From an optimization exercise on the open Yosys and OpenROAD flow, aimed at small area and a short achievable clock period; shortcuts taken in it are not production practice. Where RTL was checked, it was by simulation tests only, not by an equivalence proof against the original. The RTL of run 1 was laid out without a check of its function. Power and IR drop assume default switching activity.

===== flow/design.v =====
module O22AI (
    input  wire a1, a2, b1, b2,
    output wire y
);
    assign y = ~((a1 | a2) & (b1 | b2));
endmodule
module NOR2 (
    input  wire a, b,
    output wire y
);
    assign y = ~(a | b);
endmodule
module NAND4 (
    input  wire a, b, c, d,
    output wire y
);
    assign y = ~(a & b & c & d);
endmodule
module NOR16 (
    input  wire [15:0] x,
    output wire        y,
    output wire        yo        
);
    wire [7:0] n;
    wire [1:0] m;
    genvar i;
    generate
        for (i = 0; i < 8; i = i + 1) begin : g_n
            NOR2 u_n (.a(x[2*i]), .b(x[2*i+1]), .y(n[i]));
        end
    endgenerate
    NAND4 u_m0 (.a(n[0]), .b(n[1]), .c(n[2]), .d(n[3]), .y(m[0]));
    NAND4 u_m1 (.a(n[4]), .b(n[5]), .c(n[6]), .d(n[7]), .y(m[1]));
    NOR2  u_y  (.a(m[0]), .b(m[1]), .y(y));
    OR2   u_yo (.a(m[0]), .b(m[1]), .y(yo));
endmodule
module OR2 (
    input  wire a, b,
    output wire y
);
    assign y = a | b;
endmodule
module DEC5N (
    input  wire [4:0]  a,
    output wire [31:1] n
);
    genvar k;
    generate
        for (k = 1; k < 32; k = k + 1) begin : g_dec
            assign n[k] = (a != k);
        end
    endgenerate
endmodule
module XOR2 (
    input  wire a, b,
    output wire y
);
    assign y = a ^ b;
endmodule
module XNOR2 (
    input  wire a, b,
    output wire y
);
    assign y = ~(a ^ b);
endmodule
module NAND2 (
    input  wire a, b,
    output wire y
);
    assign y = ~(a & b);
endmodule
module OAI21 (
    input  wire a1, a2, b,
    output wire y
);
    assign y = ~((a1 | a2) & b);
endmodule
module MUXN (
    input  wire a, b, s, sn,
    output wire y
);
    wire ta, tb;
    NAND2 u_a (.a(a), .b(sn), .y(ta));
    NAND2 u_b (.a(b), .b(s),  .y(tb));
    NAND2 u_y (.a(ta), .b(tb), .y(y));
endmodule
module MAJN (
    input  wire a, b, c,
    output wire y
);
    wire t, u;
    NAND2 u_t (.a(a), .b(b), .y(t));
    OAI21 u_u (.a1(a), .a2(b), .b(c), .y(u));
    NAND2 u_y (.a(t), .b(u), .y(y));
endmodule
module NAND3 (
    input  wire a, b, c,
    output wire y
);
    assign y = ~(a & b & c);
endmodule
module INV (
    input  wire a,
    output wire y
);
    assign y = ~a;
endmodule
module AND2 (
    input  wire a, b,
    output wire y
);
    assign y = a & b;
endmodule
module AOI21 (
    input  wire a1, a2, b,
    output wire y
);
    assign y = ~((a1 & a2) | b);
endmodule
module PC4N (
    input  wire       lc,
    input  wire [3:0] x,
    output wire       y0n, y1n, y2n
);
    wire h0, k0, par, n1, n2, m, ge2, ne4, all4;
    XOR2  u_h  (.a(x[0]), .b(x[1]), .y(h0));
    XOR2  u_k  (.a(x[2]), .b(x[3]), .y(k0));
    XOR2  u_c  (.a(h0), .b(k0), .y(par));
    NAND2 u_0  (.a(par), .b(lc), .y(y0n));
    NAND2 u_n1 (.a(x[0]), .b(x[1]), .y(n1));
    NAND2 u_n2 (.a(x[2]), .b(x[3]), .y(n2));
    NAND2 u_m  (.a(h0), .b(k0), .y(m));
    NAND3 u_g2 (.a(n1), .b(n2), .c(m), .y(ge2));      
    NAND4 u_n4 (.a(x[0]), .b(x[1]), .c(x[2]), .d(x[3]), .y(ne4));
    NAND3 u_1  (.a(lc), .b(ge2), .c(ne4), .y(y1n));
    NOR2  u_a4 (.a(n1), .b(n2), .y(all4));
    NAND2 u_2  (.a(all4), .b(lc), .y(y2n));
endmodule
module CARRYKS (
    input  wire [7:0] ng,
    input  wire [7:0] nt,
    input  wire       c0,
    output wire [7:0] c
);
    wire [7:0] g1, t1, ng2, nt2;
    INV u_g10 (.a(ng[0]), .y(g1[0]));
    genvar i;
    generate
        for (i = 1; i < 8; i = i + 1) begin : g_l1
            OAI21 u_g (.a1(nt[i]), .a2(ng[i-1]), .b(ng[i]), .y(g1[i]));
            NOR2  u_t (.a(nt[i]), .b(nt[i-1]), .y(t1[i]));
        end
        for (i = 2; i < 7; i = i + 1) begin : g_l2
            AOI21 u_g (.a1(t1[i]), .a2(g1[i-2]), .b(g1[i]), .y(ng2[i]));
        end
        for (i = 4; i < 7; i = i + 1) begin : g_l2t
            NAND2 u_t (.a(t1[i]), .b(t1[i-2]), .y(nt2[i]));
        end
    endgenerate
    INV u_g21 (.a(g1[1]), .y(ng2[1]));
    INV u_g20 (.a(g1[0]), .y(ng2[0]));
    assign c[0] = c0;
    assign c[1] = g1[0];
    assign c[2] = g1[1];
    INV u_c3 (.a(ng2[2]), .y(c[3]));
    INV u_c4 (.a(ng2[3]), .y(c[4]));
    generate
        for (i = 4; i < 7; i = i + 1) begin : g_l3
            OAI21 u_g (.a1(nt2[i]), .a2(ng2[i-4]), .b(ng2[i]), .y(c[i+1]));
        end
    endgenerate
endmodule
module ALU_PRE (
    input  wire [7:0] i_a,
    input  wire [7:0] i_a2,         
    input  wire [7:0] i_an,
    input  wire [7:0] i_b,
    input  wire [7:0] i_b2,
    input  wire [7:0] i_bn,
    input  wire       i_hold,
    input  wire       i_la,
    input  wire       i_ladd,
    input  wire       i_ls,
    input  wire       i_lc,
    input  wire [7:0] i_xq,
    input  wire [7:0] i_yq,
    output wire [7:0] o_x,
    output wire [7:0] o_y
);
    genvar i;
    wire [7:0] ngA, ntA, ngS, ntS;
    generate
        for (i = 0; i < 8; i = i + 1) begin : g_l0
            NAND2 u_nga (.a(i_a[i]),  .b(i_b[i]),  .y(ngA[i]));
            NOR2  u_nta (.a(i_a[i]), .b(i_b[i]), .y(ntA[i]));
            NOR2  u_nts (.a(i_a[i]), .b(i_bn[i]), .y(ntS[i]));
            if (i > 0) begin : g_s
                NAND2 u_ngs (.a(i_a[i]), .b(i_bn[i]), .y(ngS[i]));
            end
        end
    endgenerate
    assign ngS[0] = ntS[0];
    wire [7:0] ca, cs;
    CARRYKS u_ka (.ng(ngA), .nt(ntA), .c0(1'b0), .c(ca));
    CARRYKS u_ks (.ng(ngS), .nt(ntS), .c0(1'b1), .c(cs));
    wire [15:0] nib = {i_b2, i_a2};
    wire [3:0]  nc0n, nc1n, nc2n;
    generate
        for (i = 0; i < 4; i = i + 1) begin : g_nib
            PC4N u_pc (.lc(i_lc), .x(nib[4*i +: 4]),
                       .y0n(nc0n[i]), .y1n(nc1n[i]), .y2n(nc2n[i]));
        end
    endgenerate
    wire [7:0] cxn = {1'b1, nc2n[1], nc1n[1], nc0n[1], 1'b1, nc2n[0], nc1n[0], nc0n[0]};
    wire [7:0] cyn = {1'b1, nc2n[3], nc1n[3], nc0n[3], 1'b1, nc2n[2], nc1n[2], nc0n[2]};
    generate
        for (i = 0; i < 8; i = i + 1) begin : g_out
            wire h, hn, n_g, n_h, n_hn, n_e, t, n_ca, n_cs, n_ey;
            XOR2  u_h   (.a(i_a[i]), .b(i_b[i]), .y(h));
            XNOR2 u_hn  (.a(i_a[i]), .b(i_b[i]), .y(hn));
            NAND3 u_ng  (.a(i_la), .b(i_a[i]), .c(i_b[i]), .y(n_g));
            NAND2 u_nh  (.a(i_ladd), .b(h), .y(n_h));
            NAND2 u_nhn (.a(i_ls), .b(hn), .y(n_hn));
            NAND2 u_ne  (.a(i_hold), .b(i_xq[i]), .y(n_e));
            AND2  u_t   (.a(n_g), .b(n_e), .y(t));
            NAND4 u_x   (.a(n_h), .b(n_hn), .c(cxn[i]), .d(t), .y(o_x[i]));
            NAND2 u_nca (.a(i_ladd), .b(ca[i]), .y(n_ca));
            NAND2 u_ncs (.a(i_ls), .b(cs[i]), .y(n_cs));
            NAND2 u_ney (.a(i_hold), .b(i_yq[i]), .y(n_ey));
            NAND4 u_y   (.a(n_ca), .b(n_cs), .c(cyn[i]), .d(n_ey), .y(o_y[i]));
        end
    endgenerate
endmodule
module ALU_POST (
    input  wire       i_cnt,
    input  wire [7:0] i_x,
    input  wire [7:0] i_y,
    output wire [7:0] o_r
);
    wire [7:0] pp;
    genvar i;
    generate
        for (i = 0; i < 8; i = i + 1) begin : g_pp
            XOR2 u_pp (.a(i_x[i]), .b(i_y[i]), .y(pp[i]));
        end
    endgenerate
    wire [3:0] l, h;
    wire gl0 = i_x[0] & i_y[0];
    wire gh0 = i_x[4] & i_y[4];
    assign l[0] = pp[0];
    assign h[0] = pp[4];
    XOR2 u_l1 (.a(pp[1]), .b(gl0), .y(l[1]));
    XOR2 u_h1 (.a(pp[5]), .b(gh0), .y(h[1]));
    assign l[2] = pp[2] | (i_x[1] & i_y[1]) | ((i_x[1] | i_y[1]) & gl0);
    assign h[2] = pp[6] | (i_x[5] & i_y[5]) | ((i_x[5] | i_y[5]) & gh0);
    assign l[3] = i_x[2] & i_y[2];
    assign h[3] = i_x[6] & i_y[6];
    wire [4:0] s;
    wire k0 = l[0] & h[0];
    wire k1, k2;
    MAJN u_k1 (.a(l[1]), .b(h[1]), .c(k0), .y(k1));
    MAJN u_k2 (.a(l[2]), .b(h[2]), .c(k1), .y(k2));
    wire lh1, lh2, lh3;
    XOR2 u_s0  (.a(l[0]), .b(h[0]), .y(s[0]));
    XOR2 u_lh1 (.a(l[1]), .b(h[1]), .y(lh1));
    XOR2 u_s1  (.a(lh1),  .b(k0),   .y(s[1]));
    XOR2 u_lh2 (.a(l[2]), .b(h[2]), .y(lh2));
    XOR2 u_s2  (.a(lh2),  .b(k1),   .y(s[2]));
    XOR2 u_lh3 (.a(l[3]), .b(h[3]), .y(lh3));
    XOR2 u_s3  (.a(lh3),  .b(k2),   .y(s[3]));
    assign s[4] = l[3] & h[3];
    wire cntn = !i_cnt;
    genvar j;
    generate
        for (j = 0; j < 5; j = j + 1) begin : g_mux
            MUXN u_m (.a(pp[j]), .b(s[j]), .s(i_cnt), .sn(cntn), .y(o_r[j]));
        end
    endgenerate
    assign o_r[7:5] = pp[7:5] & {3{cntn}};
endmodule
module RDBIT (
    input  wire [31:1] nsel,
    input  wire [31:1] nd,
    output wire        y,
    output wire        y2,       
    output wire        yn
);
    wire [15:0] t;
    genvar k;
    generate
        for (k = 0; k < 15; k = k + 1) begin : g_pair
            O22AI u_p (.a1(nsel[2*k+1]), .a2(nd[2*k+1]),
                       .b1(nsel[2*k+2]), .b2(nd[2*k+2]), .y(t[k]));
        end
    endgenerate
    NOR2 u_last (.a(nsel[31]), .b(nd[31]), .y(t[15]));
    NOR16 u_or (.x(t), .y(yn), .yo(y2));
    INV u_inv  (.a(yn), .y(y));
endmodule
module RDPORT (
    input  wire [4:0]   i_addr,
    input  wire [247:0] i_nd,       
    output wire [7:0]   o_data,
    output wire [7:0]   o_data2,
    output wire [7:0]   o_datan
);
    wire [31:1] nsel;
    DEC5N u_dec (.a(i_addr), .n(nsel));
    genvar b, k;
    generate
        for (b = 0; b < 8; b = b + 1) begin : g_bit
            wire [31:1] col;
            for (k = 1; k < 32; k = k + 1) begin : g_col
                assign col[k] = i_nd[8*(k-1)+b];
            end
            RDBIT u_bit (.nsel(nsel), .nd(col), .y(o_data[b]), .y2(o_data2[b]), .yn(o_datan[b]));
        end
    endgenerate
endmodule
module CORE #(
    parameter DATA_WIDTH = 8
)
(
    input wire i_CLK,
    input wire i_RSTn,
    input wire [31:0] i_instr,
    input wire i_valid,
    input wire i_ready1,
    output reg o_ready,
    output wire [DATA_WIDTH-1:0] o_data1,
    output wire o_valid1
);
    wire [1:0] op  = i_instr[31:30];
    wire [4:0] rd  = i_instr[29:25];
    wire [4:0] rs0 = i_instr[24:20];
    wire [4:0] rs1 = i_instr[19:15];
    reg       alu_valid;         
    reg [4:0] pend_dest;         
    reg [1:0] alu_oper;
    reg [4:0] wb_dest;
    reg       last_alu_valid;
    reg       st_show;           
    reg       st_hold;           
    wire hazard = alu_valid && (pend_dest != 5'd0) &&
                  ((rs0 == pend_dest) || (rs1 == pend_dest));
    wire alu_ready = !st_hold;
    wire load = !st_show || (!st_hold && i_ready1);
    wire wen  = st_show && i_ready1;
    assign o_valid1 = st_show;
    always @(posedge i_CLK) begin
        pend_dest <= rd;
        alu_oper  <= op;
    end
    always @(posedge i_CLK)
        if (alu_valid && alu_ready)
            wb_dest <= pend_dest;
    always @(posedge i_CLK or negedge i_RSTn)
        if (!i_RSTn) begin
            o_ready        <= 1'b0;
            alu_valid      <= 1'b0;
            last_alu_valid <= 1'b0;
            st_show        <= 1'b0;
            st_hold        <= 1'b0;
        end else begin
            o_ready        <= !hazard;
            alu_valid      <= i_valid && !hazard && alu_ready;
            last_alu_valid <= alu_valid;
            if (!st_show) begin
                st_show <= alu_valid;
            end else if (!st_hold) begin
                if (!i_ready1)
                    st_hold <= 1'b1;
                else if (!alu_valid)
                    st_show <= 1'b0;
            end else if (i_ready1) begin
                st_hold <= 1'b0;
                st_show <= last_alu_valid;
            end
        end
    reg  [247:0] rfn;            
    wire [7:0]   rd0, rd1, rd0n, rd1n, rd0c, rd1c;
    wire         rst = !i_RSTn;
    genvar k;
    generate
        for (k = 1; k < 32; k = k + 1) begin : g_row
            localparam [7:0] INIT = (k == 1) ? 8'd10 : (k == 2) ? 8'd5 : 8'd0;
            wire we = rst || (wen && wb_dest == k);
            always @(posedge i_CLK)
                if (we)
                    rfn[8*(k-1) +: 8] <= rst ? ~INIT : ~o_data1;
        end
    endgenerate
    RDPORT u_rd0 (.i_addr(rs0), .i_nd(rfn), .o_data(rd0), .o_data2(rd0c), .o_datan(rd0n));
    RDPORT u_rd1 (.i_addr(rs1), .i_nd(rfn), .o_data(rd1), .o_data2(rd1c), .o_datan(rd1n));
    reg        res_cnt;
    reg  [7:0] res_x, res_y;
    wire [7:0] pre_x, pre_y;
    ALU_PRE u_pre (.i_a(rd0), .i_a2(rd0c), .i_an(rd0n),
                   .i_b(rd1), .i_b2(rd1c), .i_bn(rd1n),
                   .i_hold(!load),
                   .i_la(load && alu_oper == 2'b10),
                   .i_ladd(load && alu_oper == 2'b00),
                   .i_ls(load && alu_oper == 2'b01),
                   .i_lc(load && alu_oper == 2'b11),
                   .i_xq(res_x), .i_yq(res_y), .o_x(pre_x), .o_y(pre_y));
    always @(posedge i_CLK) begin
        res_x <= pre_x;
        res_y <= pre_y;
        if (load)
            res_cnt <= (alu_oper == 2'b11);
    end
    ALU_POST u_post (.i_cnt(res_cnt), .i_x(res_x), .i_y(res_y), .o_r(o_data1));
endmodule

===== flow/flow/run.sh =====
#!/bin/bash
# The standard layout, except that the input and output port buffers are
# sky130_fd_sc_hd__buf_2 cells (buffer_ports otherwise picks a slow delay cell);
# timing repair resizes them like any other cell.
set -euo pipefail
export BUFFER_PORTS_ARGS="-buffer_cell sky130_fd_sc_hd__buf_2"
bash standard.sh > standard.log 2>&1

===== flow/standard.sh =====
#!/bin/bash
# synth_recipe.tcl (not shown) runs the flow's synth.tcl, then flattens the netlist and writes it again
# the make line also repeats each setting of config.mk as NAME=value (left out here)
make -C /OpenROAD-flow-scripts/flow DESIGN_CONFIG=/design/flow/config.mk WORK_HOME=/design/flow/orfs CLKGATE_MAP_FILE= SYNTH_SCRIPT=/design/flow/synth_recipe.tcl "${@:-finish}"

===== flow/config.mk =====
export PLATFORM = sky130hd
export DESIGN_NAME = CORE
export DESIGN_NICKNAME = CORE
export VERILOG_FILES = /design/flow/design.v
export SDC_FILE = /design/flow/constraint.sdc
export NUM_CORES = 4
export LEC_CHECK = 0
export CAP_MARGIN = 20
export CORE_MARGIN = 2
export CORE_UTILIZATION = 40
export CTS_BUF_LIST = sky130_fd_sc_hd__clkbuf_16
export CTS_CLUSTER_DIAMETER = 100
export CTS_CLUSTER_SIZE = 24
export SETUP_SLACK_MARGIN = 3.8
export SLEW_MARGIN = 20
export SYNTH_HIERARCHICAL = 1
export TNS_END_PERCENT = 5

===== flow/constraint.sdc =====
create_clock -name core_clock -period 7.5 [get_ports {i_CLK}]
set_input_delay 1.5000 -clock core_clock [delete_from_list [all_inputs] [get_ports {i_CLK}]]
set_output_delay 1.5000 -clock core_clock [all_outputs]
set_load 0.01 [all_outputs]

==> results.py, run 1 <==
metrics = {
    "global_routing": {
        "grt_max_degree": 57,
        "antenna_found_initial": 0,
        "grt_pass1_vias": 9718,
        "grtUsageTotal": 0.234,
        "grt_overflow": 0,
        "grt_pass1_wl_um": 59200,
    },
    "floorplan": {
        "die_area_um2": 34500,
        "core_um2": 32500,
        "rows": 66,
        "ios": 46,
        "initial_core_util": 0.406,
        "die_width_um": 186,
        "die_y_um": 186,
    },
    "routing": {
        "drt-initial-drc-count": 1190,
        "dr_total_vias": 10600,
        "wirelength_um": 40700,
        "ant_nets": 0,
        "drtPass1Iterations": 6,
        "drc_errors": 0,
        "routed_via_density": 6.04,
        "wire_per_inst_um": 23.2,
    },
    "min_path": {
        "min_path_cells": 0,
        "worstHoldPathType": "flip-flop to flip-flop",
        "min_to": "last_alu_valid",
        "hp-start": "alu_valid",
    },
    "cts": {
        "cts_buffers": 16,
        "htreeDepth": 1,
        "cts_tree": "done",
        "clock_latency_ps": 520,
        "clkTransAtPathRegs_ps": 90,
        "cts.sinks": 282,
        "cts_root_buf": "clkbuf_16",
        "cts_buffer_depth": 3,
    },
    "layout": {
        "fin_nets": 1338,
        "n_antenna_cell": 0,
        "area_growth_pct": 13.5,
        "fillCellCount": 3016,
        "final_layout_size_suffix_gt1_frac": 0.142,
        "multiInputGateArea_um2": 5110,
        "fin_util": 0.461,
        "regArea_um2": 8230,
    },
    "worst_setup_path": {
        "rr_worst_depth": 12,
        "required_ps": 7910,
        "rrSetupSlack_ps": 5040,
        "end_kind": "flip-flop",
        "arrival_ps": 4100,
        "cp-start-kind": "primary input",
        "reg2reg_to": "rfn[75]",
        "critPathMaxFanout": 9,
        "critPathKind": "primary input to flip-flop",
        "rr_startpoint": "res_y[5]",
    },
    "timing": {
        "fin_crit_ps": 3680,
        "rsz0062_at_grt": "true",
        "setup_violations": 0,
        "max_freq_ghz": 0.272,
        "hold_violations": 0,
        "clock_skew_ps": 29.7,
        "slew_headroom": 0.269,
        "worst_pin_slew_ps": 1080,
        "setup-tns-final_ps": 0,
        "slew_violations": 0,
        "period_share": 0.491,
    },
    "pwr": {
        "p_clk_frac": 0.190,
        "p_seq_frac": 0.527,
        "p_int_mw": 3.26,
        "combPwrFrac": 0.283,
        "p_per_area_nw_per_um2": 333,
        "leakagePower_nw": 4.74,
        "switching_share": 0.348,
        "vdd_drop_max_v": 0.000268,
        "switchingPower_mw": 1.74,
    },
    "yosys": {
        "synth.avg_cell_area_um2": 10.8,
        "syn-cell-area_um2": 13200,
        "synth_cells": 1229,
        "yosys_warnings": 7,
    },
    "run": {
        "drv_cap": 0,
    },
    "placement": {
        "gp_congestion": 0.946,
        "port_buffers": 30,
        "dpl.hpwl_um": 28500,
    },
    "outcome": {
        "outcome": "complete, no violations",
    },
}
[layout make-up]
cell class,count,area share
Tap cell,442,0.0369
Clock inverter,11,0.00475
Timing Repair Buffer,68,0.0336
Inverter,29,0.00725
Clock buffer,17,0.0284
Multi-Input combinational cell,905,0.341
Sequential cell,282,0.548
[flip-flops by register name, summed over array words and instances, names as in the netlist]
register / cells
wb_dest: 5
res_cnt: 1
o_ready: 1
st_show: 1
res_y: 8
rfn: 248
res_x: 8
alu_valid: 1
alu_oper: 2
last_alu_valid: 1
pend_dest: 5
st_hold: 1
[through the flow]
step	area, µm²	total power [mW]	hold slack, ps	cells	setup WS, ps
2_1_floorplan	13200	3.42	388	1233	4210
3_3_place_gp	14000	3.91	429	1710	2950
3_5_place_dp	14100	3.97	434	1711	2950
4_1_cts	14600	4.93	467	1741	3740
5_1_grt	15000	5.24	490	1754	3770
6_report	15000	4.99	477	1754	3820
[how the worst max path moves through the flow]
| stage | to | cells past startpoint | start |
|---|---|---|---|
| 2_1_floorplan | res_y[7] | 14 | i_instr[16] |
| 3_3_place_gp | res_y[7] | 14 | i_instr[20] |
| 3_5_place_dp | res_y[7] | 14 | i_instr[20] |
| 4_1_cts | res_y[6] | 14 | i_instr[15] |
| 5_1_grt | o_data1[3] | 10 | res_y[0] |
| 6_report | res_y[7] | 14 | i_instr[23] |
[cells in the final DEF, fill, tap and decap left out, drive strengths merged, types with 8 or more instances in the layout]
cell,count
dfxtp,23
edfxtp,254
nor2b,15
xnor2,18
nand3,20
o21ai,51
buf,64
nor2,193
nand2,196
inv,37
or2,17
nor3b,8
and2,17
nand4,52
o22ai,241
clkbuf,21
a21oi,11
xor2,37
[worst max-delay path: stages]
cell and delay, ps:
buf_2 310, and3b_2 310, nand2_2 180, o22ai_1 90, nor2_1 290, nand4_1 260
nor2_1 220, inv_1 170, nor2_1 210, nor2_1 100, a21oi_2 190, o21ai_1 110
nand2_1 70, nand4_1 70
[routing by layer]
layer,GRT usage,wire (µm),vias up
met5,0,0,-
met4,0.0775,972,0
met3,0.0599,4260,62
met2,0.351,18200,608
met1,0.330,17200,5158
li1,-,-,4762
[what timing repair did]
| action | 4_1_cts | 5_1_grt |
|---|---|---|
| setup buffers | 2 | 12 |
| gates cloned | 0 | 0 |
| hold buffers | 0 | 0 |
| endpoints found under the setup margin | 15 | 14 |
| resized for setup | 11 | 80 |
| pin swaps | 5 | 10 |
[power by group through the flow]
stage	logic, mW	registers [mW]	clock network [mW]
2_1_floorplan	0.848	2.58	0
3_3_place_gp	1.27	2.64	0
3_5_place_dp	1.32	2.66	0
4_1_cts	1.34	2.62	0.964
5_1_grt	1.54	2.69	1.01
6_report	1.41	2.63	0.947
==> inputs of run 2 (changes only) <==
--- a/flow/design.v
+++ b/flow/design.v
@@ -18,8 +18,7 @@
 endmodule
 module NOR16 (
     input  wire [15:0] x,
-    output wire        y,
-    output wire        yo        
+    output wire        y
 );
     wire [7:0] n;
     wire [1:0] m;
@@ -32,13 +31,6 @@
     NAND4 u_m0 (.a(n[0]), .b(n[1]), .c(n[2]), .d(n[3]), .y(m[0]));
     NAND4 u_m1 (.a(n[4]), .b(n[5]), .c(n[6]), .d(n[7]), .y(m[1]));
     NOR2  u_y  (.a(m[0]), .b(m[1]), .y(y));
-    OR2   u_yo (.a(m[0]), .b(m[1]), .y(yo));
-endmodule
-module OR2 (
-    input  wire a, b,
-    output wire y
-);
-    assign y = a | b;
 endmodule
 module DEC5N (
     input  wire [4:0]  a,
@@ -117,24 +109,30 @@
 );
     assign y = ~((a1 & a2) | b);
 endmodule
-module PC4N (
+module PC4X (
+    input  wire [3:0] x,
+    output wire       c0
+);
+    wire h0, k0;
+    XOR2 u_h (.a(x[0]), .b(x[1]), .y(h0));
+    XOR2 u_k (.a(x[2]), .b(x[3]), .y(k0));
+    XOR2 u_c (.a(h0), .b(k0), .y(c0));
+endmodule
+module NC1N (
+    input  wire       lc,
+    input  wire [3:0] x,
+    output wire       y
+);
+    wire ge2 = (x[0] & x[1]) | (x[0] & x[2]) | (x[0] & x[3]) |
+               (x[1] & x[2]) | (x[1] & x[3]) | (x[2] & x[3]);
+    assign y = !(lc & ge2 & !(&x));
+endmodule
+module NC2N (
     input  wire       lc,
     input  wire [3:0] x,
-    output wire       y0n, y1n, y2n
+    output wire       y
 );
-    wire h0, k0, par, n1, n2, m, ge2, ne4, all4;
-    XOR2  u_h  (.a(x[0]), .b(x[1]), .y(h0));
-    XOR2  u_k  (.a(x[2]), .b(x[3]), .y(k0));
-    XOR2  u_c  (.a(h0), .b(k0), .y(par));
-    NAND2 u_0  (.a(par), .b(lc), .y(y0n));
-    NAND2 u_n1 (.a(x[0]), .b(x[1]), .y(n1));
-    NAND2 u_n2 (.a(x[2]), .b(x[3]), .y(n2));
-    NAND2 u_m  (.a(h0), .b(k0), .y(m));
-    NAND3 u_g2 (.a(n1), .b(n2), .c(m), .y(ge2));      
-    NAND4 u_n4 (.a(x[0]), .b(x[1]), .c(x[2]), .d(x[3]), .y(ne4));
-    NAND3 u_1  (.a(lc), .b(ge2), .c(ne4), .y(y1n));
-    NOR2  u_a4 (.a(n1), .b(n2), .y(all4));
-    NAND2 u_2  (.a(all4), .b(lc), .y(y2n));
+    assign y = !(lc & (&x));
 endmodule
 module CARRYKS (
     input  wire [7:0] ng,
@@ -172,10 +170,8 @@
 endmodule
 module ALU_PRE (
     input  wire [7:0] i_a,
-    input  wire [7:0] i_a2,         
     input  wire [7:0] i_an,
     input  wire [7:0] i_b,
-    input  wire [7:0] i_b2,
     input  wire [7:0] i_bn,
     input  wire       i_hold,
     input  wire       i_la,
@@ -203,12 +199,16 @@
     wire [7:0] ca, cs;
     CARRYKS u_ka (.ng(ngA), .nt(ntA), .c0(1'b0), .c(ca));
     CARRYKS u_ks (.ng(ngS), .nt(ntS), .c0(1'b1), .c(cs));
-    wire [15:0] nib = {i_b2, i_a2};
+    wire [15:0] nib = {i_b, i_a};
     wire [3:0]  nc0n, nc1n, nc2n;
     generate
         for (i = 0; i < 4; i = i + 1) begin : g_nib
-            PC4N u_pc (.lc(i_lc), .x(nib[4*i +: 4]),
-                       .y0n(nc0n[i]), .y1n(nc1n[i]), .y2n(nc2n[i]));
+            wire [3:0] x = nib[4*i +: 4];
+            wire par;
+            PC4X  u_par (.x(x), .c0(par));
+            NAND2 u_n0  (.a(par), .b(i_lc), .y(nc0n[i]));
+            NC1N  u_n1  (.lc(i_lc), .x(x), .y(nc1n[i]));
+            NC2N  u_n2  (.lc(i_lc), .x(x), .y(nc2n[i]));
         end
     endgenerate
     wire [7:0] cxn = {1'b1, nc2n[1], nc1n[1], nc0n[1], 1'b1, nc2n[0], nc1n[0], nc0n[0]};
@@ -282,7 +282,6 @@
     input  wire [31:1] nsel,
     input  wire [31:1] nd,
     output wire        y,
-    output wire        y2,       
     output wire        yn
 );
     wire [15:0] t;
@@ -294,14 +293,13 @@
         end
     endgenerate
     NOR2 u_last (.a(nsel[31]), .b(nd[31]), .y(t[15]));
-    NOR16 u_or (.x(t), .y(yn), .yo(y2));
-    INV u_inv  (.a(yn), .y(y));
+    NOR16 u_or (.x(t), .y(yn));
+    INV u_inv (.a(yn), .y(y));
 endmodule
 module RDPORT (
     input  wire [4:0]   i_addr,
     input  wire [247:0] i_nd,       
     output wire [7:0]   o_data,
-    output wire [7:0]   o_data2,
     output wire [7:0]   o_datan
 );
     wire [31:1] nsel;
@@ -313,7 +311,7 @@
             for (k = 1; k < 32; k = k + 1) begin : g_col
                 assign col[k] = i_nd[8*(k-1)+b];
             end
-            RDBIT u_bit (.nsel(nsel), .nd(col), .y(o_data[b]), .y2(o_data2[b]), .yn(o_datan[b]));
+            RDBIT u_bit (.nsel(nsel), .nd(col), .y(o_data[b]), .yn(o_datan[b]));
         end
     endgenerate
 endmodule
@@ -378,7 +376,7 @@
             end
         end
     reg  [247:0] rfn;            
-    wire [7:0]   rd0, rd1, rd0n, rd1n, rd0c, rd1c;
+    wire [7:0]   rd0, rd1, rd0n, rd1n;
     wire         rst = !i_RSTn;
     genvar k;
     generate
@@ -390,13 +388,12 @@
                     rfn[8*(k-1) +: 8] <= rst ? ~INIT : ~o_data1;
         end
     endgenerate
-    RDPORT u_rd0 (.i_addr(rs0), .i_nd(rfn), .o_data(rd0), .o_data2(rd0c), .o_datan(rd0n));
-    RDPORT u_rd1 (.i_addr(rs1), .i_nd(rfn), .o_data(rd1), .o_data2(rd1c), .o_datan(rd1n));
+    RDPORT u_rd0 (.i_addr(rs0), .i_nd(rfn), .o_data(rd0), .o_datan(rd0n));
+    RDPORT u_rd1 (.i_addr(rs1), .i_nd(rfn), .o_data(rd1), .o_datan(rd1n));
     reg        res_cnt;
     reg  [7:0] res_x, res_y;
     wire [7:0] pre_x, pre_y;
-    ALU_PRE u_pre (.i_a(rd0), .i_a2(rd0c), .i_an(rd0n),
-                   .i_b(rd1), .i_b2(rd1c), .i_bn(rd1n),
+    ALU_PRE u_pre (.i_a(rd0), .i_an(rd0n), .i_b(rd1), .i_bn(rd1n),
                    .i_hold(!load),
                    .i_la(load && alu_oper == 2'b10),
                    .i_ladd(load && alu_oper == 2'b00),
--- a/flow/config.mk
+++ b/flow/config.mk
@@ -11,7 +11,7 @@
 export CTS_BUF_LIST = sky130_fd_sc_hd__clkbuf_16
 export CTS_CLUSTER_DIAMETER = 100
 export CTS_CLUSTER_SIZE = 24
-export SETUP_SLACK_MARGIN = 3.8
+export SETUP_SLACK_MARGIN = 4.0
 export SLEW_MARGIN = 20
 export SYNTH_HIERARCHICAL = 1
 export TNS_END_PERCENT = 5
==> run 2 against run 1 <==
Final cell count is 1.6% lower. Combinational power is 3% higher. Clock power is 7.9% lower. Wire length is 3.0% higher. Highest routed layer unchanged. Core utilization is 0.44 points lower. Global-route usage is 1.0 points higher. Register-to-register slack worse by 170 ps. Via count is 1.9% lower. Non-clock buffer count is 4 lower. Power is 0.24% lower. Area after synthesis is 0.30% lower. Sequential share of layout area is 0.71 points higher.
==> results.py, run 2 <==
metrics = {
    "outcome": {
        "outcome": "complete, no violations",
    },
    "timing": {
        "setup-tns-final_ps": 0,
        "worst_pin_slew_ps": 1110,
        "slew_violations": 0,
        "clock_skew_ps": 14.0,
        "slew_headroom": 0.261,
        "fin_crit_ps": 3690,
        "period_share": 0.493,
        "hold_violations": 0,
        "whs_ps": 440,
        "max_freq_ghz": 0.271,
        "rsz0062_at_grt": "true",
        "setup_violations": 0,
        "finalWorstSetupSlack_ps": 3810,
    },
    "worst_setup_path": {
        "max_stage_delay_ps": 330,
        "critPathKind": "primary input to flip-flop",
        "end_kind": "flip-flop",
        "required_ps": 7890,
        "cpMaxStageDelayCell": "nand4_1",
        "crit_chain": "buf_2 -> nor2b_4 -> buf_12 -> buf_4 -> nand2_2 -> o22ai_1 -> nor2_1 -> nand4_1 -> nor2_4 -> inv_2 -> nor2_1 -> o21ai_1 -> a21oi_2 -> o21ai_1 -> nand2_1 -> nand4_1",
        "cp-start-kind": "primary input",
        "worst-path-buf-inv": 4,
        "rr_startpoint": "res_y[5]",
        "startpoint": "i_instr[16]",
        "cp_top_family": "simple AND/OR/NAND/NOR gates",
        "arrival_ps": 4090,
        "critPathMaxFanout": 10,
    },
    "floorplan": {
        "rows": 66,
        "core_um2": 32500,
        "initial_core_util": 0.406,
        "die_width_um": 185,
        "die_area_um2": 34400,
        "die_y_um": 185,
        "ios": 46,
    },
    "yosys": {
        "yosys_warnings": 7,
        "synth.avg_cell_area_um2": 10.9,
        "syn-cell-area_um2": 13200,
        "synth_cells": 1205,
    },
    "layout": {
        "largestRegisters": "rfn x248, res_x x8, res_y x8",
        "fin_nets": 1309,
        "largest_reg_flops": 248,
        "layout_commonest_cell": "edfxtp_1",
        "most-common-layout-cells": "edfxtp_1 (254), o22ai_1 (241), nor2_1 (180), nand2_1 (155), nand4_1 (52)",
        "final_layout_size_suffix_gt1_frac": 0.140,
        "fillCellCount": 3015,
        "area_growth_pct": 12.5,
        "top_register": "rfn",
        "final_cells": 1726,
        "stdcell_area_um2": 14800,
    },
    "routing": {
        "routed_via_density": 6.02,
        "dr_total_vias": 10400,
        "drc_errors": 0,
        "wire_per_inst_um": 24.3,
        "drtPass1Iterations": 12,
        "drt-initial-drc-count": 1297,
        "ant_nets": 0,
        "wirelength_um": 41900,
    },
    "cts": {
        "clkTransAtPathRegs_ps": 90,
        "cts_hold_buf": 0,
        "cts.sinks": 282,
        "cts_buffer_depth": 3,
        "cts_root_buf": "clkbuf_16",
        "cts_tree": "done",
        "clock_latency_ps": 510,
        "htreeDepth": 1,
        "cts_buffers": 15,
    },
    "global_routing": {
        "antenna_found_initial": 2,
        "grt_max_degree": 57,
        "grt_pass1_vias": 9947,
        "grt_pass1_wl_um": 61700,
        "grtUsageTotal": 0.244,
        "grt_overflow": 0,
    },
    "min_path": {
        "hp-start": "alu_valid",
        "worstHoldPathType": "flip-flop to flip-flop",
    },
    "pwr": {
        "vdd_drop_max_v": 0.000222,
        "leakagePower_nw": 4.58,
        "p_per_area_nw_per_um2": 336,
    },
    "placement": {
        "dpl-instance-area_um2": 14000,
        "port_buffers": 30,
        "placed_cells": 1686,
        "place_ws_ps": 2610,
        "dpl.hpwl_um": 29100,
        "gp_congestion": 0.951,
    },
    "run": {
        "drv_cap": 0,
    },
}
run 2: cell types whose count changed in the layout (fill, tap and decap cells not counted), sizes merged, moves of 2 or more:
| cell | change |
|---|---|
| nand2 | -16 |
| or2 | -16 |
| and3 | +4 |
| buf | -4 |
| maj3 | +4 |
| nand3 | -4 |
| nor2 | -4 |
| o2111ai | +4 |
| or3 | +4 |
| clkbuf | -2 |
| diode | +2 |
run 2: path summary, 6_finish.rpt:
path	endpoint	slack [ps]	cells past startpoint
worst max-delay path	res_y[7]	3810	16
worst min-delay path	last_alu_valid	440	0
worst max register to register	rfn[201]	4870	10
worst min register to register	last_alu_valid	440	0
max in group asynchronous	o_ready	5630	1
min in group asynchronous	st_hold	1210	1
run 2: layout make-up:
| cell class | count | area [µm²] | share of cell area |
|---|---|---|---|
| multi-input combinational | 881 | 5030 | 0.339 |
| clock buffer | 15 | 375 | 0.0253 |
| antenna | 2 | 5.00 | 0.000338 |
| sequential | 282 | 8230 | 0.555 |
| tap | 442 | 553 | 0.0373 |
| inverter | 29 | 109 | 0.00734 |
| clock inverter | 11 | 47.5 | 0.00321 |
| timing repair buffer | 64 | 472 | 0.0318 |
run 2: layer usage:
layer | vias to the layer above | track usage | share of wire
li1 | 4709 | - | -
met1 | 5054 | 0.344 | 0.42
met2 | 554 | 0.380 | 0.45
met3 | 77 | 0.0356 | 0.095
met4 | 0 | 0.0937 | 0.035
met5 | - | 0 | 0
run 2: timing repair:
| action | in CTS | in global routing |
|---|---|---|
| setup buffers | 8 | 4 |
| pin swaps | 10 | 3 |
| setup endpoints to repair | 19 | 15 |
| resized for setup | 65 | 27 |
run 2: per-stage QoR:
step / power, mW / util
after detailed placement: 4.01 / 0.431
final: 4.98 / 0.457
after floorplan: 3.45 / -
after global placement: 3.96 / 0.430
after global routing: 5.23 / 0.457
after CTS: 4.96 / 0.452
run 2: power by group:
| group | internal (mW) | leakage [nW] | switching, mW |
|---|---|---|---|
| clock | 0.371 | 0.237 | 0.501 |
| combinational | 0.477 | 1.98 | 0.969 |
| sequential | 2.39 | 2.37 | 0.275 |
run 2: worst reg2reg max path: cells and delay by family (launching register included):
family / cells / cell delay [ps]
XOR/XNOR: 4 / 730
buffers and inverters: 3 / 690
AND/OR/NAND/NOR: 3 / 490
flip-flops: 1 / 410
==> inputs of run 3 (changes only) <==
--- a/flow/config.mk
+++ b/flow/config.mk
@@ -7,11 +7,12 @@
 export LEC_CHECK = 0
 export CAP_MARGIN = 20
 export CORE_MARGIN = 2
-export CORE_UTILIZATION = 40
+export CORE_UTILIZATION = 55
 export CTS_BUF_LIST = sky130_fd_sc_hd__clkbuf_16
 export CTS_CLUSTER_DIAMETER = 100
 export CTS_CLUSTER_SIZE = 24
-export SETUP_SLACK_MARGIN = 4.0
+export PLACE_DENSITY = 0.7
+export SETUP_SLACK_MARGIN = 3.8
 export SLEW_MARGIN = 20
 export SYNTH_HIERARCHICAL = 1
 export TNS_END_PERCENT = 5
==> run 3 against run 2 <==
Largest cell class unchanged. Register-to-register slack barely moved. Sequential cell count did not move. Wire length fell by 4.9%. Cell area fell by 0.80%. Area after synthesis did not move. Die area fell by 27%.
==> results.py, run 3 <==
metrics = {
    "pwr": {
        "total_power_mw": 4.93,
        "vdd_drop_max_v": 0.000217,
        "leakagePower_nw": 4.61,
        "p_per_area_nw_per_um2": 336,
    },
    "timing": {
        "setup_violations": 0,
        "whs_ps": 445,
        "worst_pin_slew_ps": 1080,
        "fin_crit_ps": 3660,
        "setup-tns-final_ps": 0,
        "rsz0062_at_grt": "true",
        "clock_skew_ps": 15.0,
        "period_share": 0.488,
        "max_freq_ghz": 0.273,
        "finalWorstSetupSlack_ps": 3840,
        "hold_violations": 0,
        "slew_violations": 0,
        "slew_headroom": 0.277,
    },
    "layout": {
        "most-common-layout-cells": "edfxtp_1 (254), o22ai_1 (241), nor2_1 (174), nand2_1 (146), nand4_1 (52)",
        "multiInputGateArea_um2": 5060,
        "final_layout_size_suffix_gt1_frac": 0.152,
        "top_register": "rfn",
        "area_growth_pct": 11.6,
        "fillCellCount": 1905,
        "regArea_um2": 8230,
        "final_cells": 1603,
        "layout_commonest_cell": "edfxtp_1",
        "n_antenna_cell": 0,
        "largestRegisters": "rfn x248, res_x x8, res_y x8",
        "fin_nets": 1312,
        "largest_reg_flops": 248,
    },
    "routing": {
        "drt-initial-drc-count": 1470,
        "dr_total_vias": 10600,
        "wirelength_um": 39900,
        "ant_nets": 0,
        "wire_per_inst_um": 24.9,
        "drtPass1Iterations": 6,
        "drc_errors": 0,
        "routed_via_density": 6.58,
    },
    "floorplan": {
        "die_area_um2": 25200,
        "die_width_um": 159,
        "die_y_um": 159,
        "rows": 56,
        "ios": 46,
        "core_um2": 23500,
        "initial_core_util": 0.561,
    },
    "global_routing": {
        "grt_overflow": 0,
        "grt_pass1_vias": 9464,
        "grtUsageTotal": 0.308,
        "grt_max_degree": 57,
        "grt_pass1_wl_um": 58400,
        "antenna_found_initial": 0,
    },
    "worst_setup_path": {
        "critPathKind": "flip-flop to output port",
        "max_stage_delay_ps": 390,
        "cpMaxStageDelayCell": "dfxtp_4",
        "critPathMaxFanout": 3,
        "arrival_ps": 2160,
        "end_kind": "output port",
        "required_ps": 6000,
        "crit_chain": "xor2_2 -> xor2_1 -> nand2_1 -> nand2_2 -> o21ai_1 -> nand2_1 -> xor2_1 -> nand2_1 -> nand2_2 -> buf_2",
        "cp-start-kind": "flip-flop",
        "path_common_cell": "nand2_1",
    },
    "cts": {
        "htreeDepth": 1,
        "clock_latency_ps": 500,
        "cts_hold_buf": 0,
        "cts_tree": "done",
        "cts_buffer_depth": 3,
        "cts_root_buf": "clkbuf_16",
        "cts_buffers": 15,
        "clkTransAtPathRegs_ps": 90,
        "cts.sinks": 282,
    },
    "yosys": {
        "yosys_warnings": 7,
        "synth_cells": 1205,
        "syn-cell-area_um2": 13200,
        "synth.avg_cell_area_um2": 10.9,
    },
    "run": {
        "drv_cap": 0,
    },
    "placement": {
        "port_buffers": 30,
        "gp_congestion": 1.04,
        "placed_cells": 1563,
        "place_ws_ps": 2610,
        "dpl.hpwl_um": 28100,
    },
    "outcome": {
        "outcome": "complete, no violations",
    },
    "min_path": {
        "worstHoldPathType": "flip-flop to flip-flop",
    },
}
run 3: final timing paths:
path                            slack (ps)             end  cells past startpoint       from
worst max-delay path                  3840      o_data1[3]                     10   res_x[1]
worst min-delay path                   450  last_alu_valid                      0  alu_valid
worst max register to register        4880        rfn[202]                      8   res_x[6]
worst min register to register         450  last_alu_valid                      0  alu_valid
max in group asynchronous             5740         o_ready                      1     i_RSTn
min in group asynchronous             1160  last_alu_valid                      1     i_RSTn
run 3: layer usage:
metal / track usage / wire [µm] / vias up / part of all wire
met5: 0 / 0 / - / 0
met4: 0.0776 / 1290 / 0 / 0.032
met3: 0.0596 / 4900 / 88 / 0.12
met2: 0.456 / 17500 / 620 / 0.44
met1: 0.470 / 16200 / 5118 / 0.41
li1: - / - / 4724 / -
run 3: report_power, final:
part           switching, mW  internal, mW
clock                  0.487         0.369
sequential             0.265          2.39
combinational          0.964         0.459
total                   1.72          3.22
run 3: area by class of cell:
class / count / share of cell area
clock buffer: 15 / 0.0255
clock inverter: 10 / 0.00289
inverter: 29 / 0.00740
multi-input combinational: 881 / 0.344
sequential: 282 / 0.560
tap: 319 / 0.0271
timing repair buffer: 67 / 0.0328
run 3: timing repair:
action	CTS	global route
setup buffers	2	13
gates cloned	0	0
endpoints found under the setup margin	19	15
pin swaps	3	9
resized for setup	28	77
run 3: critical path, delay by kind of cell (launching register included):
kind | cells | cell delay [ps]
XOR/XNOR | 3 | 590
AND/OR/NAND/NOR | 5 | 480
flip-flops | 1 | 390
buffers and inverters | 1 | 140
AO/OA/AOI/OAI | 1 | 60
run 3: stage by stage:
step / area (µm²) / util
6_report: 14700 / 0.626
5_1_grt: 14700 / 0.626
4_1_cts: 14300 / 0.611
3_5_place_dp: 13800 / 0.589
3_3_place_gp: 13800 / 0.588
2_1_floorplan: 13200 / -
==> inputs of run 4 (changes only) <==
--- a/flow/config.mk
+++ b/flow/config.mk
@@ -7,12 +7,11 @@
 export LEC_CHECK = 0
 export CAP_MARGIN = 20
 export CORE_MARGIN = 2
-export CORE_UTILIZATION = 55
+export CORE_UTILIZATION = 40
 export CTS_BUF_LIST = sky130_fd_sc_hd__clkbuf_16
 export CTS_CLUSTER_DIAMETER = 100
 export CTS_CLUSTER_SIZE = 24
-export PLACE_DENSITY = 0.7
 export SETUP_SLACK_MARGIN = 3.8
 export SLEW_MARGIN = 20
 export SYNTH_HIERARCHICAL = 1
-export TNS_END_PERCENT = 5
+export TNS_END_PERCENT = 100
==> run 4 against run 3 <==
Via count down 1.2%. Wire length grew 5.3%. Hold slack lost 4.6 ps. Largest cell class unchanged.
==> results.py, run 4 <==
metrics = {
    "layout": {
        "largestRegisters": "rfn x248, res_x x8, res_y x8",
        "area_growth_pct": 12.9,
        "most-common-layout-cells": "edfxtp_1 (254), o22ai_1 (241), nor2_1 (178), nand2_1 (149), nand4_1 (52)",
        "regArea_um2": 8230,
        "final_cells": 1728,
        "fillCellCount": 3002,
        "top_register": "rfn",
        "final_layout_size_suffix_gt1_frac": 0.149,
        "fin_nets": 1312,
        "layout_commonest_cell": "edfxtp_1",
        "largest_reg_flops": 248,
        "multiInputGateArea_um2": 5060,
    },
    "timing": {
        "rsz0062_at_grt": "true",
        "whs_ps": 441,
        "max_freq_ghz": 0.269,
        "slew_headroom": 0.255,
        "worst_pin_slew_ps": 1120,
        "clock_skew_ps": 12.8,
        "setup_violations": 0,
        "setup-tns-final_ps": 0,
        "period_share": 0.496,
        "hold_violations": 0,
        "fin_crit_ps": 3720,
        "slew_violations": 0,
    },
    "floorplan": {
        "die_area_um2": 34400,
        "core_um2": 32500,
        "die_y_um": 185,
        "rows": 66,
        "die_width_um": 185,
        "ios": 46,
        "initial_core_util": 0.406,
    },
    "pwr": {
        "leakagePower_nw": 4.61,
        "vdd_drop_max_v": 0.000224,
        "total_power_mw": 5.01,
        "p_per_area_nw_per_um2": 337,
    },
    "cts": {
        "cts_buffer_depth": 3,
        "clock_latency_ps": 510,
        "cts_root_buf": "clkbuf_16",
        "clkTransAtPathRegs_ps": 100,
        "cts_tree": "done",
        "htreeDepth": 1,
        "cts_buffers": 15,
        "cts_hold_buf": 0,
        "cts.sinks": 282,
    },
    "yosys": {
        "yosys_warnings": 7,
        "synth.avg_cell_area_um2": 10.9,
        "syn-cell-area_um2": 13200,
        "synth_cells": 1205,
    },
    "worst_setup_path": {
        "critPathMaxFanout": 8,
        "end_kind": "flip-flop",
        "critPathKind": "primary input to flip-flop",
        "required_ps": 7890,
        "rr_worst_depth": 10,
        "reg2reg_to": "rfn[201]",
        "rrSetupSlack_ps": 4860,
        "rr_startpoint": "res_y[5]",
        "cp-start-kind": "primary input",
        "arrival_ps": 4110,
    },
    "global_routing": {
        "grt_pass1_vias": 9881,
        "grtUsageTotal": 0.243,
        "grt_use_met1": 0.343,
        "antenna_found_initial": 1,
        "top_usage_layer": "met2",
        "grt_util_met3": 0.0374,
        "grt_overflow": 0,
        "grt_pass1_wl_um": 61500,
        "grt_max_degree": 57,
        "gr-usage-met2": 0.379,
    },
    "placement": {
        "dpl.hpwl_um": 29100,
        "placed_cells": 1686,
        "gp_congestion": 0.951,
        "port_buffers": 30,
    },
    "routing": {
        "wirelength_um": 42000,
        "drtPass1Iterations": 8,
        "wire_per_inst_um": 24.3,
        "routed_via_density": 6.03,
        "ant_nets": 0,
        "drt-initial-drc-count": 1417,
        "dr_total_vias": 10400,
        "drc_errors": 0,
    },
    "run": {
        "drv_cap": 0,
    },
    "min_path": {
        "hp-start": "alu_valid",
        "worstHoldPathType": "flip-flop to flip-flop",
        "min_path_cells": 0,
        "min_to": "last_alu_valid",
    },
    "outcome": {
        "outcome": "complete, no violations",
    },
}
-- run 4: changes by cell type in the layout (fill, tap and decap cells not counted), moves of 2 or more --
cell     before  now
nand2_1     146  149
xor2_4        1    3
o21ai_1      37   39
nand2_2      34   30
o21ai_0      14   12
nor3b_2       1    4
nor3b_4       6    3
nor2_2       12    8
nor2_1      174  178
-- run 4: per-layer routing --
layer / vias to the layer above / part of all wire
li1: 4722 / -
met1: 5061 / 0.42
met2: 555 / 0.45
met3: 89 / 0.094
met4: 0 / 0.038
met5: - / 0
-- run 4: layout make-up --
cell class | count | share of cell area
Clock inverter | 11 | 0.00320
Inverter | 29 | 0.00757
Sequential cell | 282 | 0.553
Tap cell | 442 | 0.0372
Timing Repair Buffer | 67 | 0.0332
Multi-Input combinational cell | 881 | 0.340
Antenna cell | 1 | 0.000168
Clock buffer | 15 | 0.0252
-- run 4: through the flow --
| stage | instance area (µm²) | utilization | setup slack (ps) |
|---|---|---|---|
| global placement | 14000 | 0.430 | 2680 |
| CTS | 14600 | 0.448 | 3800 |
| detailed placement | 14000 | 0.431 | 2610 |
| global route | 14900 | 0.459 | 3730 |
| floorplan | 13200 | - | 4160 |
| finish | 14900 | 0.459 | 3780 |
-- run 4: worst max-delay path by stage --
stage	start	to	depth (start not counted)
after detailed placement	i_instr[20]	res_y[7]	14
after global placement	i_instr[20]	res_y[7]	14
after CTS	i_instr[17]	res_y[7]	14
final	i_instr[16]	res_y[1]	14
after global routing	res_y[1]	o_data1[3]	10
after floorplan	i_instr[16]	res_y[7]	14
-- run 4: critical path, stage by stage --
cell        delay [ps]
buf_2              170
nor2b_4            150
buf_12             150
buf_4              140
nand2_2            160
o22ai_1            120
nor2_2             190
nand4_1            310
nor2_4             250
clkinvlp_4         210
buf_4              190
or3_1              320
o2111ai_2           90
nand4_1            110
-- run 4: report_power, final --
group | switching [mW] | internal, mW | leakage [nW]
logic | 0.983 | 0.488 | 2.00
clock network | 0.504 | 0.371 | 0.237
registers | 0.278 | 2.39 | 2.37
-- run 4: repair_timing --
item                                    CTS  global route
pin swaps                                 2            11
gates resized for setup                  38            62
buffers inserted                          3            12
endpoints found under the setup margin   19            14
==> inputs of run 5 (changes only) <==
--- a/flow/config.mk
+++ b/flow/config.mk
@@ -14,4 +14,4 @@
 export SETUP_SLACK_MARGIN = 3.8
 export SLEW_MARGIN = 20
 export SYNTH_HIERARCHICAL = 1
-export TNS_END_PERCENT = 100
+export TNS_END_PERCENT = 5
==> run 5 against run 4 <==
Register-to-register slack gained 20 ps. Core utilization rose by 0.085 points. Synthesized cell count unchanged. First-iteration DRC count down 11%. Global-route usage barely moved. Critical path type unchanged. Critical endpoint unchanged. Largest cell class unchanged.
==> results.py, run 5 <==
metrics = {
    "pwr": {
        "leakagePower_nw": 4.66,
        "vdd_drop_max_v": 0.000223,
        "p_per_area_nw_per_um2": 335,
    },
    "placement": {
        "dpl-instance-area_um2": 14000,
        "placed_cells": 1686,
        "dpl.hpwl_um": 29100,
        "gp_congestion": 0.951,
        "port_buffers": 30,
    },
    "timing": {
        "fin_crit_ps": 3650,
        "whs_ps": 442,
        "hold_violations": 0,
        "worst_pin_slew_ps": 1120,
        "rsz0062_at_grt": "true",
        "slew_violations": 0,
        "max_freq_ghz": 0.274,
        "setup-tns-final_ps": 0,
        "period_share": 0.487,
        "setup_violations": 0,
        "clock_skew_ps": 18.7,
        "slew_headroom": 0.252,
    },
    "layout": {
        "largestRegisters": "rfn x248, res_x x8, res_y x8",
        "stdcell_area_um2": 14900,
        "largest_reg_flops": 248,
        "top_register": "rfn",
        "fin_util": 0.459,
        "final_cells": 1729,
        "most-common-layout-cells": "edfxtp_1 (254), o22ai_1 (241), nor2_1 (177), nand2_1 (149), nand4_1 (52)",
        "area_growth_pct": 13.2,
        "fin_nets": 1313,
        "final_layout_size_suffix_gt1_frac": 0.150,
        "layout_commonest_cell": "edfxtp_1",
    },
    "floorplan": {
        "core_um2": 32500,
        "ios": 46,
        "die_width_um": 185,
        "die_area_um2": 34400,
        "initial_core_util": 0.406,
        "die_y_um": 185,
        "rows": 66,
    },
    "cts": {
        "htreeDepth": 1,
        "cts_root_buf": "clkbuf_16",
        "cts_buffers": 15,
        "cts_tree": "done",
        "cts_buffer_depth": 3,
        "cts.sinks": 282,
        "clock_latency_ps": 520,
        "clkTransAtPathRegs_ps": 100,
        "cts_hold_buf": 0,
    },
    "min_path": {
        "worstHoldPathType": "flip-flop to flip-flop",
        "min_path_cells": 0,
    },
    "yosys": {
        "synth_cells": 1205,
        "synth.avg_cell_area_um2": 10.9,
        "syn-cell-area_um2": 13200,
        "yosys_warnings": 7,
    },
    "global_routing": {
        "grt_overflow": 0,
        "antenna_found_initial": 1,
        "grt_pass1_vias": 9868,
        "grt_max_degree": 57,
        "grtUsageTotal": 0.243,
        "grt_pass1_wl_um": 61500,
    },
    "routing": {
        "routed_via_density": 6.05,
        "wire_per_inst_um": 24.3,
        "drt-initial-drc-count": 1260,
        "wirelength_um": 41900,
        "drc_errors": 0,
        "drtPass1Iterations": 8,
        "dr_total_vias": 10500,
        "ant_nets": 0,
    },
    "worst_setup_path": {
        "end_kind": "flip-flop",
        "cp-start-kind": "primary input",
        "critPathMaxFanout": 8,
        "rr_worst_depth": 10,
        "critPathKind": "primary input to flip-flop",
        "arrival_ps": 4040,
        "required_ps": 7890,
    },
    "outcome": {
        "outcome": "complete, no violations",
    },
    "run": {
        "drv_cap": 0,
    },
}
[run 5: metal layers]
layer,share of wire,routed length (µm),global-route usage,up-vias
li1,-,-,-,4725
met1,0.42,17600,0.344,5120
met2,0.45,18900,0.380,538
met3,0.091,3830,0.0366,85
met4,0.038,1610,0.0902,0
met5,0,0,0,-
[run 5: layout make-up]
cell class	count	area (µm²)
Fill cell	2999	17500
Sequential cell	282	8230
Multi-Input combinational cell	881	5080
Tap cell	442	553
Timing Repair Buffer	68	502
Clock buffer	15	375
Inverter	29	113
Clock inverter	11	47.5
Antenna cell	1	2.50
[run 5: worst max-delay path, cell delays in order]
cell	delay [ps]
buf_2	170
nor2b_4	150
buf_12	150
buf_4	140
nand2_2	160
o22ai_1	110
nor2_2	180
nand4_1	290
nor2_4	250
clkinvlp_4	210
buf_4	190
or3_1	320
o2111ai_2	90
nand4_1	110
[run 5: timing repair]
item,in CTS,in global routing
pin swaps,2,8
endpoints found under the setup margin,19,15
buffers inserted,1,15
resized for setup,37,70
[run 5: worst paths after layout]
path,startpoint,slack [ps],to
min in group asynchronous,i_RSTn,1190,st_hold
min,alu_valid,440,last_alu_valid
min reg2reg,alu_valid,440,last_alu_valid
max in group asynchronous,i_RSTn,5650,o_ready
max,i_instr[16],3850,res_y[1]
max reg2reg,res_y[5],4880,rfn[201]
[run 5: through the flow]
| step | setup WS (ps) | power, mW |
|---|---|---|
| 2_1_floorplan | 4160 | 3.45 |
| 3_3_place_gp | 2680 | 3.96 |
| 3_5_place_dp | 2610 | 4.01 |
| 4_1_cts | 3790 | 4.89 |
| 5_1_grt | 3780 | 5.25 |
| 6_report | 3850 | 5.00 |
[run 5: report_power, final]
group,switching (mW),internal [mW]
Sequential,0.278,2.39
Clock,0.503,0.371
Combinational,0.975,0.484
Total,1.76,3.24
==> inputs of run 6 (changes only) <==
--- a/flow/config.mk
+++ b/flow/config.mk
@@ -11,7 +11,7 @@
 export CTS_BUF_LIST = sky130_fd_sc_hd__clkbuf_16
 export CTS_CLUSTER_DIAMETER = 100
 export CTS_CLUSTER_SIZE = 24
-export SETUP_SLACK_MARGIN = 3.8
+export SETUP_SLACK_MARGIN = 4.1
 export SLEW_MARGIN = 20
 export SYNTH_HIERARCHICAL = 1
-export TNS_END_PERCENT = 5
+export TNS_END_PERCENT = 50
==> run 6 against run 5 <==
Power up 3.4%. Sequential share of layout area down 2.6 points. Wire length is 1.8% higher. First-iteration DRC count is 0.24% higher. Largest power group unchanged. Sequential cell count is the same. Critical path depth shrank 4. Largest cell class unchanged. Non-clock buffer count grew 24. Cell area up 4.9%. Clock skew up 2.4 ps. Die area unchanged. Still clean. Combinational power up 12%.
==> results.py, run 6 <==
metrics = {
    "cts": {
        "clkTransAtPathRegs_ps": 100,
        "cts_buffers": 15,
        "cts_buffer_depth": 3,
        "cts_tree": "done",
        "htreeDepth": 1,
        "cts_hold_buf": 0,
        "cts_root_buf": "clkbuf_16",
        "cts.sinks": 282,
        "clock_latency_ps": 520,
    },
    "worst_setup_path": {
        "startpoint": "res_x[5]",
        "crit_chain": "xor2_4 -> xor2_2 -> o21ai_1 -> nand2_1 -> o21ai_1 -> nand2_1 -> xor2_1 -> nand2_1 -> nand2_2 -> buf_6",
        "arrival_ps": 2120,
        "rr_worst_depth": 10,
        "crit_path_end": "o_data1[3]",
        "critPathKind": "flip-flop to output port",
        "cpMaxStageDelayCell": "dfxtp_4",
        "rr_startpoint": "res_y[5]",
        "end_kind": "output port",
        "required_ps": 6000,
        "critPathMaxFanout": 4,
        "path_common_cell": "nand2_1",
        "reg2reg_to": "rfn[137]",
        "max_stage_delay_ps": 390,
        "cp-start-kind": "flip-flop",
        "rrSetupSlack_ps": 4850,
    },
    "timing": {
        "clock_skew_ps": 21.2,
        "worst_pin_slew_ps": 1130,
        "whs_ps": 440,
        "period_share": 0.483,
        "max_freq_ghz": 0.276,
        "fin_crit_ps": 3620,
        "setup_violations": 0,
        "rsz0062_at_grt": "true",
        "hold_violations": 0,
        "slew_violations": 0,
        "slew_headroom": 0.245,
        "setup-tns-final_ps": 0,
    },
    "floorplan": {
        "die_area_um2": 34400,
        "initial_core_util": 0.406,
        "rows": 66,
        "ios": 46,
        "die_y_um": 185,
        "core_um2": 32500,
        "die_width_um": 185,
    },
    "routing": {
        "wire_per_inst_um": 24.4,
        "drt-initial-drc-count": 1263,
        "drc_errors": 0,
        "wl_met2_um": 19400,
        "wl_met1_um": 17900,
        "wirelength_um": 42700,
        "top_layer_used": "met4",
        "met3_length_um": 3780,
        "drtPass1Iterations": 6,
        "ant_nets": 0,
        "routed_via_density": 6.08,
        "dr_total_vias": 10700,
    },
    "global_routing": {
        "antenna_found_initial": 0,
        "grt_pass1_wl_um": 61800,
        "grt_max_degree": 57,
        "grt_overflow": 0,
        "grt_pass1_vias": 9901,
        "grtUsageTotal": 0.244,
    },
    "yosys": {
        "synth_cells": 1205,
        "yosys_warnings": 7,
        "syn-cell-area_um2": 13200,
        "synth.avg_cell_area_um2": 10.9,
    },
    "layout": {
        "final_layout_size_suffix_gt1_frac": 0.237,
        "final_cells": 1752,
        "layout_commonest_cell": "edfxtp_1",
        "area_growth_pct": 18.6,
        "top_register": "rfn",
        "largestRegisters": "rfn x248, res_x x8, res_y x8",
        "largest_reg_flops": 248,
        "n_antenna_cell": 0,
        "most-common-layout-cells": "edfxtp_1 (254), o22ai_1 (237), nor2_1 (141), nand2_1 (112), buf_4 (55)",
        "fin_nets": 1337,
    },
    "pwr": {
        "p_per_area_nw_per_um2": 331,
        "leakagePower_nw": 5.15,
        "vdd_drop_max_v": 0.000225,
    },
    "run": {
        "drv_cap": 0,
    },
    "placement": {
        "port_buffers": 30,
        "placed_cells": 1686,
        "gp_congestion": 0.951,
        "dpl.hpwl_um": 29100,
    },
    "min_path": {
        "min_path_cells": 0,
        "worstHoldPathType": "flip-flop to flip-flop",
    },
    "outcome": {
        "outcome": "complete, no violations",
    },
}
## run 6: area by class of cell
| class | instances | area (µm²) |
|---|---|---|
| multi-input combinational | 881 | 5540 |
| clock buffer | 15 | 375 |
| fill | 2946 | 16800 |
| clock inverter | 11 | 47.5 |
| timing repair buffer | 92 | 756 |
| sequential | 282 | 8230 |
| inverter | 29 | 124 |
| tap | 442 | 553 |
## run 6: repair_timing
| action | in CTS | in global routing |
|---|---|---|
| setup endpoints to repair | 19 | 15 |
| resized for setup | 106 | 153 |
| pin swaps | 15 | 48 |
| setup buffers | 13 | 27 |
| gates cloned | 0 | 0 |
## run 6: through the flow
step	utilization	instance area, µm²	setup WS (ps)	total power, mW
after global routing	0.482	15600	3770	5.43
final	0.482	15600	3880	5.17
after CTS	0.457	14800	3880	4.97
after floorplan	-	13200	4160	3.45
after global placement	0.430	14000	2680	3.96
after detailed placement	0.431	14000	2610	4.01
## run 6: metal layers
metal / vias to the layer above / track usage
met1: 5238 / 0.345
met4: 0 / 0.0816
met2: 556 / 0.389
li1: 4776 / -
met3: 86 / 0.0335
met5: - / 0
## run 6: worst max-delay path, delay by kind of cell (launching register included)
family	cells	cell delay, ps
compound gates	2	210
flops	1	390
simple gates	4	360
buf+inv	1	110
xor+xnor	3	550
## run 6: how the worst min path moves through the flow
| stage | end | from | slack (ps) |
|---|---|---|---|
| after detailed placement | last_alu_valid | alu_valid | 420 |
| after global routing | last_alu_valid | alu_valid | 460 |
| after floorplan | last_alu_valid | alu_valid | 390 |
| after global placement | last_alu_valid | alu_valid | 410 |
| after CTS | last_alu_valid | alu_valid | 440 |
| final | last_alu_valid | alu_valid | 440 |
## run 6: where the power goes
group | switching, mW | internal (mW)
clock | 0.501 | 0.371
combinational | 1.05 | 0.582
sequential | 0.277 | 2.39
==> inputs of run 7 (changes only) <==
==> flow/config.mk (replaced) <==
export PLATFORM = sky130hd
export DESIGN_NAME = CORE
export DESIGN_NICKNAME = CORE
export VERILOG_FILES = /design/flow/design.v
export SDC_FILE = /design/flow/constraint.sdc
export NUM_CORES = 4
export LEC_CHECK = 0
export CAP_MARGIN = 20
export CORE_MARGIN = 2
export CORE_UTILIZATION = 40
export CTS_BUF_LIST = sky130_fd_sc_hd__clkbuf_8
export CTS_CLUSTER_DIAMETER = 60
export CTS_CLUSTER_SIZE = 12
export SETUP_SLACK_MARGIN = 3.8
export SLEW_MARGIN = 20
export SYNTH_HIERARCHICAL = 1
export TNS_END_PERCENT = 5
==> run 7 against run 6 <==
Still clean. Register-to-register slack improved by 20 ps. Sequential power about the same. Largest cell class unchanged. Largest power group unchanged. Clock skew increased by 2.2 ps. Global-route usage about the same. Non-clock buffer count decreased by 32.
==> results.py, run 7 <==
metrics = {
    "routing": {
        "drtPass1Iterations": 6,
        "drt-initial-drc-count": 1414,
        "dr_total_vias": 10500,
        "ant_nets": 0,
        "wirelength_um": 42100,
        "routed_via_density": 6.01,
        "wire_per_inst_um": 24.1,
        "drc_errors": 0,
    },
    "floorplan": {
        "die_y_um": 185,
        "core_um2": 32500,
        "die_width_um": 185,
        "rows": 66,
        "die_area_um2": 34400,
        "ios": 46,
        "initial_core_util": 0.406,
    },
    "layout": {
        "final_layout_size_suffix_gt1_frac": 0.131,
        "top_register": "rfn",
        "largest_reg_flops": 248,
        "most-common-layout-cells": "edfxtp_1 (254), o22ai_1 (241), nor2_1 (185), nand2_1 (165), nand4_1 (52)",
        "fin_nets": 1319,
        "largestRegisters": "rfn x248, res_x x8, res_y x8",
        "stdcell_area_um2": 14800,
        "area_growth_pct": 12.7,
        "layout_commonest_cell": "edfxtp_1",
        "fin_util": 0.457,
    },
    "timing": {
        "setup_violations": 0,
        "clock_skew_ps": 23.4,
        "slew_violations": 0,
        "setup-tns-final_ps": 0,
        "period_share": 0.497,
        "fin_crit_ps": 3730,
        "finalWorstSetupSlack_ps": 3770,
        "max_freq_ghz": 0.268,
        "hold_violations": 0,
        "worst_pin_slew_ps": 1110,
        "slew_headroom": 0.262,
        "rsz0062_at_grt": "true",
    },
    "cts": {
        "clock_latency_ps": 600,
        "cts_hold_buf": 0,
        "cts.sinks": 282,
        "cts_buffer_depth": 3,
        "cts_buffers": 29,
        "cts_tree": "done",
        "clkTransAtPathRegs_ps": 80,
        "cts_root_buf": "clkbuf_8",
        "htreeDepth": 1,
    },
    "worst_setup_path": {
        "end_kind": "flip-flop",
        "crit_chain": "buf_2 -> nor2b_4 -> nand2_1 -> o22ai_1 -> nor2_1 -> nand4_1 -> nor2_1 -> inv_1 -> nor2_1 -> o21ai_1 -> inv_1 -> o21ai_1 -> nand2_1 -> nand4_1",
        "rr_worst_depth": 10,
        "arrival_ps": 4270,
        "path_common_cell": "nor2_1",
        "rr_startpoint": "res_x[5]",
        "reg2reg_to": "rfn[193]",
        "max_stage_delay_ps": 450,
        "worst-path-buf-inv": 3,
        "cp-start-kind": "primary input",
        "rrSetupSlack_ps": 4870,
        "critPathMaxFanout": 10,
        "critPathKind": "primary input to flip-flop",
        "startpoint": "i_instr[20]",
        "cpMaxStageDelayCell": "nor2b_4",
        "cp_top_family": "simple AND/OR/NAND/NOR gates",
        "required_ps": 8040,
    },
    "min_path": {
        "worstHoldPathType": "flip-flop to flip-flop",
        "min_to": "last_alu_valid",
        "min_path_cells": 0,
        "hp-start": "alu_valid",
    },
    "pwr": {
        "leakagePower_nw": 4.66,
        "vdd_drop_max_v": 0.000196,
        "total_power_mw": 5.07,
        "p_per_area_nw_per_um2": 341,
    },
    "run": {
        "drv_cap": 0,
    },
    "placement": {
        "dpl.hpwl_um": 29100,
        "place_ws_ps": 2610,
        "dpl-instance-area_um2": 14000,
        "gp_congestion": 0.951,
        "port_buffers": 30,
    },
    "global_routing": {
        "grt_pass1_wl_um": 61800,
        "grtUsageTotal": 0.245,
        "grt_pass1_vias": 9987,
        "grt_overflow": 0,
        "grt_max_degree": 57,
        "antenna_found_initial": 1,
    },
    "outcome": {
        "outcome": "complete, no violations",
    },
    "yosys": {
        "synth.avg_cell_area_um2": 10.9,
        "syn-cell-area_um2": 13200,
        "synth_cells": 1205,
        "yosys_warnings": 7,
    },
}
==> run 7: cell count changes in the layout (fill, tap and decap cells not counted), moves of 12 or more <==
| cell | change |
|---|---|
| nand2_1 | +53 |
| nor2_1 | +44 |
| clkbuf_8 | +32 |
| nor2_2 | -32 |
| buf_4 | -28 |
| nand2_4 | -28 |
| nand2_2 | -24 |
| inv_1 | +19 |
| clkbuf_16 | -15 |
| nor2_4 | -12 |
==> run 7: worst max path at each step <==
stage | to | slack [ps] | cells after the start
detailed placement | res_y[7] | 2610 | 14
global route | o_data1[3] | 3690 | 10
floorplan | res_y[7] | 4160 | 14
CTS | o_data1[1] | 3750 | 8
global placement | res_y[7] | 2680 | 14
finish | res_y[6] | 3770 | 14
==> run 7: per-stage QoR <==
step,hold slack (ps),cells
2_1_floorplan,388,1209
3_3_place_gp,413,1685
3_5_place_dp,420,1686
4_1_cts,437,1743
5_1_grt,460,1749
6_report,435,1749
==> run 7: metal layers <==
metal | share of wire | vias up | global-route usage
met3 | 0.086 | 101 | 0.0385
li1 | - | 4746 | -
met1 | 0.43 | 5099 | 0.345
met4 | 0.041 | 0 | 0.0968
met5 | 0 | - | 0
met2 | 0.44 | 569 | 0.379
==> run 7: timing repair <==
| item | in CTS | in global routing |
|---|---|---|
| pin swaps | 4 | 4 |
| gates resized for setup | 31 | 29 |
| setup endpoints to repair | 19 | 13 |
| setup buffers | 3 | 5 |
==> run 7: power by group <==
group	internal (mW)	switching, mW	total, mW
logic	0.465	0.961	1.43
registers	2.39	0.275	2.66
clock network	0.430	0.549	0.978
==> run 7: cell type report <==
| class | count | area (µm²) |
|---|---|---|
| antenna | 1 | 2.50 |
| clock buffer | 32 | 440 |
| fill | 3022 | 17600 |
| tap | 442 | 553 |
| inverter | 29 | 109 |
| multi-input combinational | 881 | 4980 |
| timing repair buffer | 60 | 407 |
| sequential | 282 | 8230 |
| clock inverter | 22 | 124 |
==> run 7: worst reg2reg max path, delay by kind of cell (launching register included) <==
family	cells	cell delay (ps)
buf+inv	3	690
flops	1	410
simple gates	3	490
xor+xnor	4	720
